From an optimization exercise on the open Yosys and OpenROAD flow, aimed at small area; shortcuts taken in it are not production practice. In this exercise RTL edits were held to simulation tests only and were not proved equivalent to the original. No activity file was given, so power comes from the tool's default toggle rates.

==> flow/design.v (outline; a module is shown in full before it is edited, if it fits) <==
// module manyakproject: 8952 lines
module manyakproject(clock_50, rst, clock_25, start, high_button, low_button, red_out, blue_out, green_out, hsync, vsync, nsync);
  // ...
==> flow/flow/run.sh <==
#!/bin/bash
# Own layout flow: the standard synthesis, then the combinational logic is
# re-mapped with ABC's area mapper (registers untouched), then the standard
# layout from floorplan to finish on that netlist, with a smaller clock tree.
set -euo pipefail
W=$(pwd)
R=orfs/results/$FLOW_PLATFORM/manyakproject/base
LIB=$FLOW_HOME/platforms/$FLOW_PLATFORM/lib/sky130_fd_sc_hd__tt_025C_1v80.lib
YOSYS=$(command -v yosys || true)
[[ -n "$YOSYS" ]] || YOSYS=$FLOW_HOME/../tools/install/yosys/bin/yosys

# 1. standard synthesis
bash standard.sh synth > log_1_standard_synth.txt 2>&1
cp $R/1_2_yosys.v std_1_2_yosys.v

# 2. re-map the logic between the registers
sed -e "s|@LIB@|$LIB|g" -e "s|@IN@|$W/std_1_2_yosys.v|" -e "s|@OUT@|$W/$R/1_2_yosys.v|" \
    -e "s|@ABC@|$W/flow/remap.abc|" -e "s|@TOP@|$FLOW_TOP|" flow/remap.ys.in > remap.ys
"$YOSYS" -l log_2_remap.txt -q remap.ys > /dev/null

# 3. standard layout on the new netlist (1_synth.odb is rebuilt from it)
rm -f $R/1_synth.odb $R/1_synth.sdc
# port buffers: buf_1; clock tree: clkbuf_8 buffers for clusters of up to 12
# registers, no dummy loads
bash standard.sh finish "BUFFER_PORTS_ARGS=-buffer_cell sky130_fd_sc_hd__buf_1" "CTS_ARGS=-sink_clustering_enable -repair_clock_nets -dont_use_dummy_load -buf_list sky130_fd_sc_hd__clkbuf_8 -sink_clustering_size 12 -sink_clustering_max_diameter 60" > log_3_standard_layout.txt 2>&1
==> flow/flow/remap.abc <==
strash
&get -n
&deepsyn -T 120
&put
dch -f
amap -m
topo
==> flow/flow/remap.ys.in <==
# Re-maps the combinational cells of the standard synthesis netlist with ABC's
# area mapper. Every register instance keeps its name and cell: the register
# cells are black boxes here, the other cells are read as their functions.
read_liberty -ignore_miss_func @LIB@
blackbox sky130_fd_sc_hd__*df* sky130_fd_sc_hd__*dl*
read_verilog @IN@
hierarchy -top @TOP@
flatten
opt_clean
abc -liberty @LIB@ -script @ABC@ -dont_use sky130_fd_sc_hd__probe_p_8 -dont_use sky130_fd_sc_hd__probec_p_8 -dont_use sky130_fd_sc_hd__lpflow_*
opt_clean -purge
hilomap -singleton -hicell sky130_fd_sc_hd__conb_1 HI -locell sky130_fd_sc_hd__conb_1 LO
insbuf -buf sky130_fd_sc_hd__buf_1 A X
tee -o remap_stat.txt stat -liberty @LIB@
write_verilog -noattr -noexpr -nohex -nodec @OUT@
==> flow/standard.sh <==
#!/bin/bash
# synth_recipe.tcl (not shown) runs the flow's synth.tcl, then flattens the netlist and writes it again
# the make line also repeats each setting of config.mk as NAME=value (left out here)
make -C /OpenROAD-flow-scripts/flow DESIGN_CONFIG=/design/flow/config.mk WORK_HOME=/design/flow/orfs CLKGATE_MAP_FILE= SYNTH_SCRIPT=/design/flow/synth_recipe.tcl "${@:-finish}"
==> flow/config.mk <==
export PLATFORM = sky130hd
export DESIGN_NAME = manyakproject
export DESIGN_NICKNAME = manyakproject
export VERILOG_FILES = /design/flow/design.v
export SDC_FILE = /design/flow/constraint.sdc
export NUM_CORES = 8
export LEC_CHECK = 0
export ABC_AREA = 1
export CAP_MARGIN = 0
export CORE_MARGIN = 2
export CORE_UTILIZATION = 55
export GPL_TIMING_DRIVEN = 0
export SLEW_MARGIN = 0
export SYNTH_MEMORY_MAX_BITS = 131072
==> flow/constraint.sdc <==
create_clock -name core_clock -period 25.0 [get_ports {clock_50}]
set_input_delay 5.0000 -clock core_clock [delete_from_list [all_inputs] [get_ports {clock_50}]]
set_output_delay 5.0000 -clock core_clock [all_outputs]
set_load 0.01 [all_outputs]
==> results.yml, run 1 <==
place:
  place_ws_ns: 4.73
  dp.cells: 4078
timing:
  hold_violations: 0
  worst-slew-pin-transition_ns: 1.32
  period_share: 0.865
  setup_slack_ns: 3.38
worst_setup_path:
  cp.depth: 94
  arrival_ns: 22.14
  worst_setup_path_end_kind: "register"
  cp-endpoint: "u_display.red"
  reg2regPathDepth: 94
clocking:
  postCtsSetupRepairBufs: 0
  insertion_delay_ns: 0.66
hold_path:
  hp-class: "register to register"
power:
  power_leader: "combinational logic"
  p_switching_w: 0.000592
  power_frac_seq: 0.376
drt:
  via_count: 28800
  via_per_inst: 7.00
  drc: 0
  wl_per_cell_um: 22.3
  routed.top_layer: "met5"
global_route:
  grt_util_met3: 0.116
logic_synthesis:
  synth_cells: 3498
  synth.net_count: 3503
status:
  status: "finished clean"
job:
  cap_violations: 0
layout:
  clkbuf_count: 29
  seq_cells: 297
  multi_input_area_share: 0.592
==> run 2, diff against run 1 <==
--- a/flow/config.mk
+++ b/flow/config.mk
@@ -6,9 +6,9 @@
 export NUM_CORES = 8
 export LEC_CHECK = 0
 export ABC_AREA = 1
-export CAP_MARGIN = 0
+export CAP_MARGIN = 20
 export CORE_MARGIN = 2
 export CORE_UTILIZATION = 55
 export GPL_TIMING_DRIVEN = 0
-export SLEW_MARGIN = 0
+export SLEW_MARGIN = 20
 export SYNTH_MEMORY_MAX_BITS = 131072
==> results.yml, run 2 <==
status:
  status: "finished clean"
timing:
  period_share: 0.816
  max_freq_mhz: 49.0
  maxSlewHeadroom: 0.0800
  grt_setup_unrepaired: "no"
  finalClockSkew_ns: 0.0707
  worst-slew-pin-transition_ns: 1.36
  hold_violations: 0
  setup_viol: 0
  slew_violations: 0
  setup_tns_ns: 0
  min_period_ns: 20.40
global_route:
  grt_start_max_net_pins: 79
  grt_pass1_vias: 26300
  grt_usage: 0.418
  overflow: 0
  grt_pass1_wl_um: 142000
  antenna_found_initial: 0
worst_setup_path:
  worstPathMaxFanout: 19
  crit_slowest_cell: "o311ai_0"
  r2r-start: "u_display.V[2]"
  crit_top_cell: "nor2_1"
  path_class: "register to register"
  reg2reg_slack_ns: 4.60
  cp_data_required_time_ns: 25.52
  reg2reg_to: "u_display.red"
  max_stage_delay_ns: 0.84
  reg2regPathDepth: 90
  worst_setup_path_end_kind: "register"
  critPathLaunchType: "register"
  cp-startpoint: "u_display.V[2]"
  arrival_ns: 20.92
layout:
  layout_common_cells: "nor2_1 (865), clkinv_1 (454), nand2_1 (305)"
  regArea_um2: 6560
  final_area_um2: 24100
  final_net_count: 3554
  largest-register: "u_input.pcnt"
  post-route-util: 0.593
  final_cells: 4079
  largest_reg_flops: 13
  antenna_cells: 0
  multi_input_area_um2: 14300
  drive_gt1_frac: 0.0195
  fill_cells: 3697
  area_delta_synth_final_pct: 6.81
  final_common_cell: "nor2_1"
clocking:
  htree_levels: 1
  post_cts_resized: 0
  cts.sinks: 297
  root_buffer: "clkbuf_8"
  numCtsBuffers: 31
  postCtsSetupRepairBufs: 0
  cts_buffer_depth: 3
  insertion_delay_ns: 0.64
  cts_tree: "built"
  clkSlewWorstSetupHoldPaths_ns: 0.08
  cts_hold_buffers: 0
place:
  place_hpwl_um: 69800
  io_buffers: 31
  dpl-instance-area_um2: 23600
  dp.cells: 4048
  place_congestion: 1.08
floorplan:
  row_count: 74
  ioPinCount: 33
  die-width_um: 206
  start_util: 0.555
  die_h_um: 206
  dieArea_um2: 42600
  core_um2: 40600
drt:
  wl_per_cell_um: 22.7
  drt_first_pass_iters: 14
  drt_iter0_markers: 5072
  via_count: 28700
  via_per_inst: 7.04
  drt-total-wl_um: 92500
  final_antenna_net_count: 0
  drc: 0
logic_synthesis:
  synthesis.area_um2: 22500
  synth_cells: 3469
  avgSynthCellArea_um2: 6.50
  synth.net_count: 3474
  yosys_warnings: 1
power:
  p_switching_w: 0.000536
  power_frac_seq: 0.395
  switching_share: 0.424
  max-vdd-ir-drop_mv: 0.0518
  power-per-cell-area_nw_per_um2: 52.6
  totalPowerFinal_w: 0.00127
  p_leak_nw: 7.38
  p_int_w: 0.000730
  pwr-share-comb: 0.389
  clock_power_share: 0.216
hold_path:
  hold_path.startpoint: "u_input.fe_start.past_signal"
  hold_end: "u_input.edge_start"
  hold_depth: 1
  hp-class: "register to register"
job:
  cap_violations: 0
==> run 2: area by class of cell <==
type | instances | share of cell area
multi-input combinational | 2694 | 0.594
sequential | 297 | 0.272
inverter | 455 | 0.0711
tap | 532 | 0.0276
clock buffer | 31 | 0.0177
timing repair buffer | 47 | 0.0132
buffer | 23 | 0.00358
==> run 2: stage by stage <==
stage / hold WS [ns] / setup WS (ns)
6_report: 0.443 / 4.60
5_1_grt: 0.450 / 2.83
4_1_cts: 0.443 / 5.63
3_5_place_dp: 0.424 / 5.75
3_3_place_gp: 0.422 / 4.50
2_1_floorplan: 0.414 / 9.57
==> run 2: worst max-delay path by stage <==
stage	endpoint	slack, ns	cells past startpoint
2_1_floorplan	u_display.red	9.57	96
3_3_place_gp	u_display.red	4.50	93
3_5_place_dp	u_display.red	5.75	98
4_1_cts	u_display.red	5.63	97
5_1_grt	u_display.red	2.83	90
6_report	u_display.red	4.60	90
==> run 2: metal layers <==
layer  global-route usage  routed length [µm]  vias to the layer above
li1                     -                   -                    12800
met1                0.560               35800                    13100
met2                0.634               39100                     2379
met3                0.109               13000                      479
met4                0.177                4680                        0
met5                    0                   0                        -
==> run 2: power groups by stage <==
stage,Clock [W],Sequential (W),Combinational (W)
floorplan,0,0.000507,0.000311
global placement,0,0.000510,0.000470
detailed placement,0,0.000510,0.000460
CTS,0.000269,0.000499,0.000463
global route,0.000286,0.000500,0.000525
finish,0.000274,0.000500,0.000492
==> run 2: critical path, delay by kind of cell, from the launching register on <==
kind,cells,cell delay [ns]
compound gates,35,9.13
flops,1,0.59
simple gates,43,7.14
buf+inv,12,3.41

-- static timing again, ports no longer ideal --
Ports are ideal in the flow. The routed layouts listed here were re-timed in OpenROAD.
Step 1 assumes that a clkbuf_16 drives the clock port and a buf_2 every other input.
Step 2, shift: input delay + t, output delay - t, t = (earliest + latest rising clock arrival at the registers) / 2. This alone moves slack from input paths to output paths.
Three values: ideal, step 1, step 2; two values: the first two.
run | shift t [ns] | setup WS [ns] | worst setup path after step 2 | slew at the worst register clock pin (ns) | worst data-port slew with drivers (ns)
run 1 | 0.682 | 3.378 / 3.378 / 3.378 | register to register | 0.09 / 0.09 | 0.03
run 2 | 0.656 | 4.598 / 4.598 / 4.598 | register to register | 0.09 / 0.09 | 0.04
After both steps setup and hold are still met in every run listed.
